This design comes from an exercise in tuning for a short achievable clock period and few clock cycles per item on the open sky130 flow, not from production work. In this exercise RTL edits were held to simulation tests only and were not proved equivalent to the original. Power is estimated from default activity; no workload was simulated.

Setup of v4:
## core
module core
(
    input clk,
    input ce,
    input reset,
    input [31:0] memout,
    output [31:0] memaddr,
    output memrd
);
Size: about 4800 cells after synthesis, about 68 I/O pins, roughly 0.062 mm² of cells after synthesis.
==> module rf_dec, before the edit <==
module rf_dec
(
    input [4:0] idx,
    output [31:0] sel
);
    genvar gi;
    generate
        for (gi = 0; gi < 32; gi = gi + 1)
        begin : d
            assign sel[gi] = (gi != 0) && (idx == gi);
        end
    endgenerate
endmodule
==> module rf_bit, before the edit <==
module rf_bit
(
    input [31:0] sel,
    input [31:0] d,
    output q
);
    wire [15:0] t;
    wire [3:0] u;
    wire [1:0] v;
    genvar gi;
    generate
        for (gi = 0; gi < 16; gi = gi + 1)
        begin : a
            g_aoi22 g (.s0(sel[2*gi]), .d0(d[2*gi]), .s1(sel[2*gi+1]), .d1(d[2*gi+1]), .y(t[gi]));
        end
        for (gi = 0; gi < 4; gi = gi + 1)
        begin : b
            g_nand4 g (.a(t[4*gi]), .b(t[4*gi+1]), .c(t[4*gi+2]), .d(t[4*gi+3]), .y(u[gi]));
        end
        for (gi = 0; gi < 2; gi = gi + 1)
        begin : c
            g_nor2 g (.a(u[2*gi]), .b(u[2*gi+1]), .y(v[gi]));
        end
    endgenerate
    g_nand2 g (.a(v[0]), .b(v[1]), .y(q));
endmodule
Settings: LEC_CHECK=0, CAP_MARGIN=20, CORE_MARGIN=2, CORE_UTILIZATION=40, PLACE_DENSITY=0.6, SLEW_MARGIN=20, SYNTH_HIERARCHICAL=1, SYNTH_MINIMUM_KEEP_SIZE=0, TNS_END_PERCENT=100; clock period 10.0 ns.
standard.sh (not shown) runs the stock make flow with config.mk's settings and CLKGATE_MAP_FILE= SYNTH_SCRIPT=/design/flow/synth_recipe.tcl, a recipe that flattens the netlist after the stock synthesis.
==> flow/flow/run.sh <==
#!/bin/bash
set -euo pipefail
bash standard.sh SETUP_SLACK_MARGIN=6.2 MATCH_CELL_FOOTPRINT=0 finish > flow_make.log 2>&1
Every stage of the flow completed for v4, and the final layout passed the timing, DRC and antenna checks.
Testbench counts of v4, summed over its fixed seeds: cycles 32,896, fetches 32,768.
Modified inputs, v23 compared to v4
==> flow/design.v, changed modules only <==
module g_nand3
(
    input a, b, c,
    output y
);
    assign y = ~(a & b & c);
endmodule
module g_inv
(
    input a,
    output y
);
    assign y = ~a;
endmodule
module rf_dec
(
    input [4:0] idx,
    output [31:0] sel
);
    wire [4:0] n;
    wire [3:0] p2;
    wire [7:0] p3;
    genvar gi;
    generate
        for (gi = 0; gi < 5; gi = gi + 1)
        begin : iv
            g_inv v (.a(idx[gi]), .y(n[gi]));
        end
        for (gi = 0; gi < 4; gi = gi + 1)
        begin : d2
            g_nand2 g (.a(gi[0] ? idx[0] : n[0]), .b(gi[1] ? idx[1] : n[1]), .y(p2[gi]));
        end
        for (gi = 0; gi < 8; gi = gi + 1)
        begin : d3
            g_nand3 g (.a(gi[0] ? idx[2] : n[2]), .b(gi[1] ? idx[3] : n[3]), .c(gi[2] ? idx[4] : n[4]),
                       .y(p3[gi]));
        end
        for (gi = 0; gi < 32; gi = gi + 1)
        begin : d
            if (gi == 0)
                assign sel[gi] = 1'b0;
            else
                g_nor2 g (.a(p3[gi / 4]), .b(p2[gi % 4]), .y(sel[gi]));
        end
    endgenerate
endmodule
module rf_bit
(
    input [31:0] sel,
    input [31:0] d,
    output q
);
    wire [15:0] t;
    wire [7:0] u;
    wire [3:0] v;
    wire [1:0] w;
    wire nq;
    genvar gi;
    generate
        for (gi = 0; gi < 16; gi = gi + 1)
        begin : a
            g_aoi22 g (.s0(sel[2*gi]), .d0(d[2*gi]), .s1(sel[2*gi+1]), .d1(d[2*gi+1]), .y(t[gi]));
        end
        for (gi = 0; gi < 8; gi = gi + 1)
        begin : b
            g_nand2 g (.a(t[2*gi]), .b(t[2*gi+1]), .y(u[gi]));
        end
        for (gi = 0; gi < 4; gi = gi + 1)
        begin : c
            g_nor2 g (.a(u[2*gi]), .b(u[2*gi+1]), .y(v[gi]));
        end
        for (gi = 0; gi < 2; gi = gi + 1)
        begin : d_
            g_nand2 g (.a(v[2*gi]), .b(v[2*gi+1]), .y(w[gi]));
        end
    endgenerate
    g_nor2 g (.a(w[0]), .b(w[1]), .y(nq));
    g_inv gq (.a(nq), .y(q));
endmodule
v23 completed every stage of the flow, and the final layout passed the timing, DRC and antenna checks. Going from v4 to v23, non-clock buffer count shrank by a few percent. Taking v4 as 1.0, v23 lands at 1.3 on first-iteration DRC count. Changes observed in v23 relative to v4: overall routing resource usage went up, routed wire length rose by about 4.3%, final cell count without fillers up 8.0%. Compared with v4, in v23 worst slack at placement decreased by 0.12 ns relative to the old numbers, proportion of power drawn by combinational gates increased by 2.2 points relative to the old numbers, die area increased by 2.4% relative to the old numbers. Compared with v4, v23 shows a lower sequential share of layout area. [compare] base=v4 new=v23: final worst-path cycle share went up 1.7 points; tap cell instance count went up about 1.4%. From v23 to v4, hold path depth did not move at all. Looking at final critical-path required period across v23 and v4, the one that comes out higher is v23.
Testbench counts of v23, summed over its fixed seeds: cycles 32,896, fetches 32,768.

core, a different RTL version from the one above (not shown whole).
For scale: roughly 6900 cells after synthesis, roughly 74000 um^2 of cells after synthesis.
==> flow/config.mk <==
export PLATFORM = sky130hd
export DESIGN_NAME = core
export DESIGN_NICKNAME = core
export VERILOG_FILES = /design/flow/design.v
export SDC_FILE = /design/flow/constraint.sdc
export NUM_CORES = 4
export LEC_CHECK = 0
export CAP_MARGIN = 20
export CORE_MARGIN = 2
export CORE_UTILIZATION = 40
export PLACE_DENSITY = 0.6
export SLEW_MARGIN = 20
export SYNTH_HIERARCHICAL = 1
export SYNTH_MINIMUM_KEEP_SIZE = 0
export TNS_END_PERCENT = 100
==> flow/constraint.sdc <==
create_clock -name core_clock -period 10.0 [get_ports {clk}]
set_input_delay 2.0000 -clock core_clock [delete_from_list [all_inputs] [get_ports {clk}]]
set_output_delay 2.0000 -clock core_clock [all_outputs]
set_load 0.01 [all_outputs]
Scripts as last shown in full above: flow/flow/run.sh
The baseline went through all stages and came out clean.
Testbench counts at the start, summed over its fixed seeds: cycles 32,896, fetches 32,768.
Change:
--- a/flow/design.v
+++ b/flow/design.v
@@ -110,16 +110,23 @@
 endmodule
 module bit_xor
 (
     input a, b,
     output x
 );
     assign x = a ^ b;
 endmodule
+module carry3
+(
+    input g_a, p_a, g_b, p_b, g_c,
+    output c
+);
+    assign c = g_a | (p_a & g_b) | (p_a & p_b & g_c);
+endmodule
 module add32
 (
     input [31:0] a,
     input [31:0] b,
     output [31:0] s
 );
     wire [31:0] x;
     wire [31:0] g0, p0, g1, p1, g2, p2, g3, p3, g4, p4, g5, p5;
@@ -422,21 +429,21 @@
                 pg_inv n (.g_in(g3[i]), .p_in(p3[i]), .g(g4[i]), .p(p4[i]));
         end
         for (i = 1; i < 12; i = i + 1)
         begin : lo
             g_mux2i c (.s(g4[i-1]), .a1(is_jalr ? x[i] : ~tgt[i]), .a0(is_jalr ? ~x[i] : ~tgt[i]), .y(d[i]));
         end
     endgenerate
     assign d[0] = is_jalr ? 1'b0 : tgt[0];
-    wire [3:0] c12, c12p;
+    wire [3:0] c12;
     generate
         for (i = 0; i < 4; i = i + 1)
         begin : cc
-            pg_node_n n (.ng_hi(g3[11]), .np_hi(p3[11]), .ng_lo(g3[3]), .np_lo(p3[3]), .g(c12[i]), .p(c12p[i]));
+            carry3 n (.g_a(g2[11]), .p_a(p2[11]), .g_b(g2[7]), .p_b(p2[7]), .g_c(g2[3]), .c(c12[i]));
         end
     endgenerate
     jalr_hi hi (.h(a[31:12]), .s(imm[11]), .is_jalr(is_jalr), .tgt(tgt[31:12]), .c(c12), .y(d[31:12]));
 endmodule
 module vcalc
 (
     input go, jump, is_br,
     input [2:0] f3,
@@ -606,46 +613,46 @@
 (
     input clk,
     input ce,
     input reset,
     input [31:0] memout,
     output [31:0] memaddr,
     output memrd
 );
-    localparam NG = 5;
+    localparam NG = 9;
     reg [31:0] seq_r;     
     reg [31:0] alt_r;     
     reg [NG-1:0] r_lt_hi, r_le_hi, r_lt_lo, r_eq_low;
     reg [NG-1:0] r_v_eq, r_v_lt, r_v_ge;
     wire [3:0] use_alt_i;  
-    wire [15:0] use_alt_o;  
+    wire [31:0] use_alt_o;  
     reg run;
     reg [31:0] regs [1:31];
     wire [31*32-1:0] regs_flat;
     genvar gi;
     generate
         for (gi = 1; gi < 32; gi = gi + 1)
         begin : flat
             assign regs_flat[(gi-1)*32 +: 32] = regs[gi];
         end
     endgenerate
     genvar gk;
     generate
-        for (gk = 0; gk < 16; gk = gk + 1)
+        for (gk = 0; gk < 32; gk = gk + 1)
         begin : out_dec
             late_sel ls (.lt_hi(r_lt_hi[gk / 4]), .le_hi(r_le_hi[gk / 4]), .lt_lo(r_lt_lo[gk / 4]),
                          .eq_low(r_eq_low[gk / 4]), .v_eq(r_v_eq[gk / 4]), .v_lt(r_v_lt[gk / 4]),
                          .v_ge(r_v_ge[gk / 4]), .q(use_alt_o[gk]));
-            assign memaddr[2*gk +: 2] = use_alt_o[gk] ? alt_r[2*gk +: 2] : seq_r[2*gk +: 2];
+            g_mux2i m (.s(use_alt_o[gk]), .a1(~alt_r[gk]), .a0(~seq_r[gk]), .y(memaddr[gk]));
         end
         for (gk = 0; gk < 4; gk = gk + 1)
         begin : int_dec
-            late_sel ls (.lt_hi(r_lt_hi[4]), .le_hi(r_le_hi[4]), .lt_lo(r_lt_lo[4]), .eq_low(r_eq_low[4]),
-                         .v_eq(r_v_eq[4]), .v_lt(r_v_lt[4]), .v_ge(r_v_ge[4]), .q(use_alt_i[gk]));
+            late_sel ls (.lt_hi(r_lt_hi[8]), .le_hi(r_le_hi[8]), .lt_lo(r_lt_lo[8]), .eq_low(r_eq_low[8]),
+                         .v_eq(r_v_eq[8]), .v_lt(r_v_lt[8]), .v_ge(r_v_ge[8]), .q(use_alt_i[gk]));
         end
     endgenerate
     wire [31:0] pc = use_alt_i[3] ? alt_r : seq_r;
     wire [6:0] op  = memout[6:0];
     wire [4:0] rd  = memout[11:7];
     wire [2:0] f3  = memout[14:12];
     wire [4:0] rs1 = memout[19:15];
     wire [4:0] rs2 = memout[24:20];
What happened:
- The changed run finished with timing, DRC and antenna clean
- combinational power goes up by 6.0%
- global-route usage barely changes
- design area climbs by 3.1%
- routed wire length is higher by 1.5%
- power is higher by 4.9%
Testbench counts after the change, summed over its fixed seeds: cycles 32,896, fetches 32,768.

core, a different RTL version from the one above (not shown whole).
Size: ~6,900 cells after synthesis, about 68 I/O pins, roughly 74,000 um^2 of cells after synthesis.
==> module core, before the edit <==
module core
(
    input clk,
    input ce,
    input reset,
    input [31:0] memout,
    output [31:0] memaddr,
    output memrd
);
    localparam NG = 5;
    reg [31:0] seq_r;     
    reg [31:0] alt_r;     
    reg [NG-1:0] r_lt_hi, r_le_hi, r_lt_lo, r_eq_low;
    reg [NG-1:0] r_v_eq, r_v_lt, r_v_ge;
    wire [3:0] use_alt_i;  
    wire [15:0] use_alt_o;  
    reg run;
    reg [31:0] regs [1:31];
    wire [31*32-1:0] regs_flat;
    genvar gi;
    generate
        for (gi = 1; gi < 32; gi = gi + 1)
        begin : flat
            assign regs_flat[(gi-1)*32 +: 32] = regs[gi];
        end
    endgenerate
    genvar gk;
    generate
        for (gk = 0; gk < 16; gk = gk + 1)
        begin : out_dec
            late_sel ls (.lt_hi(r_lt_hi[gk / 4]), .le_hi(r_le_hi[gk / 4]), .lt_lo(r_lt_lo[gk / 4]),
                         .eq_low(r_eq_low[gk / 4]), .v_eq(r_v_eq[gk / 4]), .v_lt(r_v_lt[gk / 4]),
                         .v_ge(r_v_ge[gk / 4]), .q(use_alt_o[gk]));
            g_mux2i m0 (.s(use_alt_o[gk]), .a1(~alt_r[2*gk]), .a0(~seq_r[2*gk]), .y(memaddr[2*gk]));
            g_mux2i m1 (.s(use_alt_o[gk]), .a1(~alt_r[2*gk+1]), .a0(~seq_r[2*gk+1]), .y(memaddr[2*gk+1]));
        end
        for (gk = 0; gk < 4; gk = gk + 1)
        begin : int_dec
            late_sel ls (.lt_hi(r_lt_hi[4]), .le_hi(r_le_hi[4]), .lt_lo(r_lt_lo[4]), .eq_low(r_eq_low[4]),
                         .v_eq(r_v_eq[4]), .v_lt(r_v_lt[4]), .v_ge(r_v_ge[4]), .q(use_alt_i[gk]));
        end
    endgenerate
    wire [31:0] pc = use_alt_i[3] ? alt_r : seq_r;
    wire [6:0] op  = memout[6:0];
    wire [4:0] rd  = memout[11:7];
    wire [2:0] f3  = memout[14:12];
    wire [4:0] rs1 = memout[19:15];
    wire [4:0] rs2 = memout[24:20];
    wire is_lui   = op == 7'b0110111;
    wire is_auipc = op == 7'b0010111;
    wire is_jal   = op == 7'b1101111;
    wire is_jalr  = op == 7'b1100111;
    wire is_br    = op == 7'b1100011;
    wire [31:0] uimm = {memout[31:12], 12'b0};
    wire [31:0] jimm = {{12{memout[31]}}, memout[19:12], memout[20], memout[30:21], 1'b0};
    wire [31:0] bimm = {{20{memout[31]}}, memout[7], memout[30:25], memout[11:8], 1'b0};
    wire [31:0] aw0, aw1, bw0, bw1;
    rf_read rd_a (.regs(regs_flat), .idx(rs1), .w0(aw0), .w1(aw1));
    rf_read rd_b (.regs(regs_flat), .idx(rs2), .w0(bw0), .w1(bw1));
    wire a31, b31;
    g_or2 oa (.a(aw0[31]), .b(aw1[31]), .y(a31));
    g_or2 ob (.a(bw0[31]), .b(bw1[31]), .y(b31));
    wire [NG-1:0] lt_hi, le_hi, lt_lo, le_lo, eq_low;
    cmp31 #(.NC(NG)) cmp (.a0(aw0[30:0]), .a1(aw1[30:0]), .b0(bw0[30:0]), .b1(bw1[30:0]), .lt_hi(lt_hi), .le_hi(le_hi), .lt_lo(lt_lo),
                          .le_lo(le_lo), .eq_low(eq_low));
    wire sdiff = a31 ^ b31;
    wire go = ce & !reset;
    wire jump = is_jal | is_jalr;
    wire [NG-1:0] v_eq, v_lt, v_ge;
    generate
        for (gk = 0; gk < NG; gk = gk + 1)
        begin : vc
            vcalc c (.go(go), .jump(jump), .is_br(is_br), .f3(f3), .sdiff(sdiff),
                     .v_eq(v_eq[gk]), .v_lt(v_lt[gk]), .v_ge(v_ge[gk]));
        end
    endgenerate
    wire [31:0] pc4, pc_u, alt_d;
    wire [31:0] alt4, seq4, altu, sequ;
    add32 add_a4 (.a(alt_r), .b(32'd4), .s(alt4));
    add32 add_s4 (.a(seq_r), .b(32'd4), .s(seq4));
    add32 add_au (.a(alt_r), .b(uimm), .s(altu));
    add32 add_su (.a(seq_r), .b(uimm), .s(sequ));
    assign pc4  = use_alt_i[0] ? alt4 : seq4;
    assign pc_u = use_alt_i[2] ? altu : sequ;
    wire [31:0] tj, tb;
    add32 add_tj (.a(pc), .b(jimm), .s(tj));
    add32 add_tb (.a(pc), .b(bimm), .s(tb));
    wire [31:0] tgt = is_jal ? tj : tb;
    jalr_sel js (.a0(aw0), .a1(aw1), .imm(memout[31:20]), .is_jalr(is_jalr), .tgt(tgt), .d(alt_d));
    wire we = is_lui | is_auipc | is_jal | is_jalr;
    wire [31:0] wdata = is_lui   ? uimm :
                        is_auipc ? pc_u : pc4;
    assign memrd = run;
    always @ (posedge clk)
    begin
        alt_r <= alt_d;
        r_lt_hi <= lt_hi;
        r_le_hi <= le_hi;
        r_lt_lo <= lt_lo;
        r_eq_low <= eq_low;
        r_v_eq <= v_eq;
        r_v_lt <= v_lt;
        r_v_ge <= v_ge;
        if (reset)
        begin
            seq_r <= 32'd0;
            run <= 1'b1;
        end
        else if (ce)
        begin
            seq_r <= pc4;
            if (we && rd != 5'd0)
                regs[rd] <= wdata;
        end
        else
        begin
            seq_r <= pc;
        end
    end
endmodule
clock: 10.0 ns
lec_check: 0
cap_margin: 20
core_margin: 2
core_utilization: 40
place_density: 0.6
slew_margin: 20
synth_hierarchical: 1
synth_minimum_keep_size: 0
tns_end_percent: 100
Scripts as last shown in full above: flow/flow/run.sh
Testbench counts at the start, summed over its fixed seeds: cycles 32,896, fetches 32,768.
Change:
--- a/flow/design.v
+++ b/flow/design.v
@@ -672,13 +672,13 @@
     output [31:0] memaddr,
     output memrd
 );
-    localparam NG = 5;
+    localparam NG = 9;
     reg [31:0] seq_r;     
     reg [31:0] alt_r;     
     reg [NG-1:0] r_lt_hi, r_le_hi, r_lt_lo, r_eq_low;
     reg [NG-1:0] r_v_eq, r_v_lt, r_v_ge;
     wire [3:0] use_alt_i;  
-    wire [15:0] use_alt_o;  
+    wire [31:0] use_alt_o;  
     reg run;
     reg [31:0] regs [1:31];
     wire [31*32-1:0] regs_flat;
@@ -691,18 +691,17 @@
     endgenerate
     genvar gk;
     generate
-        for (gk = 0; gk < 16; gk = gk + 1)
+        for (gk = 0; gk < 32; gk = gk + 1)
         begin : out_dec
             late_sel ls (.lt_hi(r_lt_hi[gk / 4]), .le_hi(r_le_hi[gk / 4]), .lt_lo(r_lt_lo[gk / 4]),
                          .eq_low(r_eq_low[gk / 4]), .v_eq(r_v_eq[gk / 4]), .v_lt(r_v_lt[gk / 4]),
                          .v_ge(r_v_ge[gk / 4]), .q(use_alt_o[gk]));
-            g_mux2i m0 (.s(use_alt_o[gk]), .a1(~alt_r[2*gk]), .a0(~seq_r[2*gk]), .y(memaddr[2*gk]));
-            g_mux2i m1 (.s(use_alt_o[gk]), .a1(~alt_r[2*gk+1]), .a0(~seq_r[2*gk+1]), .y(memaddr[2*gk+1]));
+            g_mux2i m (.s(use_alt_o[gk]), .a1(~alt_r[gk]), .a0(~seq_r[gk]), .y(memaddr[gk]));
         end
         for (gk = 0; gk < 4; gk = gk + 1)
         begin : int_dec
-            late_sel ls (.lt_hi(r_lt_hi[4]), .le_hi(r_le_hi[4]), .lt_lo(r_lt_lo[4]), .eq_low(r_eq_low[4]),
-                         .v_eq(r_v_eq[4]), .v_lt(r_v_lt[4]), .v_ge(r_v_ge[4]), .q(use_alt_i[gk]));
+            late_sel ls (.lt_hi(r_lt_hi[8]), .le_hi(r_le_hi[8]), .lt_lo(r_lt_lo[8]), .eq_low(r_eq_low[8]),
+                         .v_eq(r_v_eq[8]), .v_lt(r_v_lt[8]), .v_ge(r_v_ge[8]), .q(use_alt_i[gk]));
         end
     endgenerate
     wire [31:0] pc = use_alt_i[3] ? alt_r : seq_r;
=> Design area goes up by a few percent. Count of clock-buffer cells in the layout rose by 17. Worst setup slack gets better by 10 ps. Routed wire length goes up by a few percent. Area after synthesis climbs slightly. Power climbs slightly.
Testbench counts after the change, summed over its fixed seeds: cycles 32,896, fetches 32,768.

static timing again, ports no longer ideal:
How much do the figures lean on ideal ports? The routed layouts below were timed once more, with nothing changed but the port constraints. Step 1: set_driving_cell puts a clkbuf_16 on clk and a buf_2 on each other input, an assumption about the parent block. Step 2 also shifts input and output timing later by t, the mid clock arrival at the registers, as if the neighbouring blocks saw the same clock. Slacks: ideal ports / drivers / drivers and shift; pairs: ideal ports / drivers.
| run | t, ns | slack for setup (ns) | worst setup path at the end | latest minus earliest clock arrival (ns) |
|---|---|---|---|---|
| v4 | 0.827 | 5.466 / 5.463 / 4.637 | input to register | 0.045 / 0.045 |
| v23 | 0.830 | 5.295 / 5.344 / 4.514 | input to register | 0.054 / 0.054 |
| the first run of note 2 | 0.835 | 5.651 / 5.570 / 4.878 | input to register | 0.082 / 0.083 |
| the second run of note 2 | 0.845 | 5.586 / 5.581 / 4.787 | input to register | 0.115 / 0.114 |
| the first run of note 3 | 0.838 | 5.641 / 5.555 / 4.717 | input to register | 0.053 / 0.052 |
| the second run of note 3 | 0.867 | 5.651 / 5.604 / 4.810 | input to register | 0.046 / 0.045 |
After both steps every run listed still meets setup and hold. The setup slack of the first run of note 3, which loses most, moves by -0.086 ns with the drivers and by -0.924 ns with both steps.
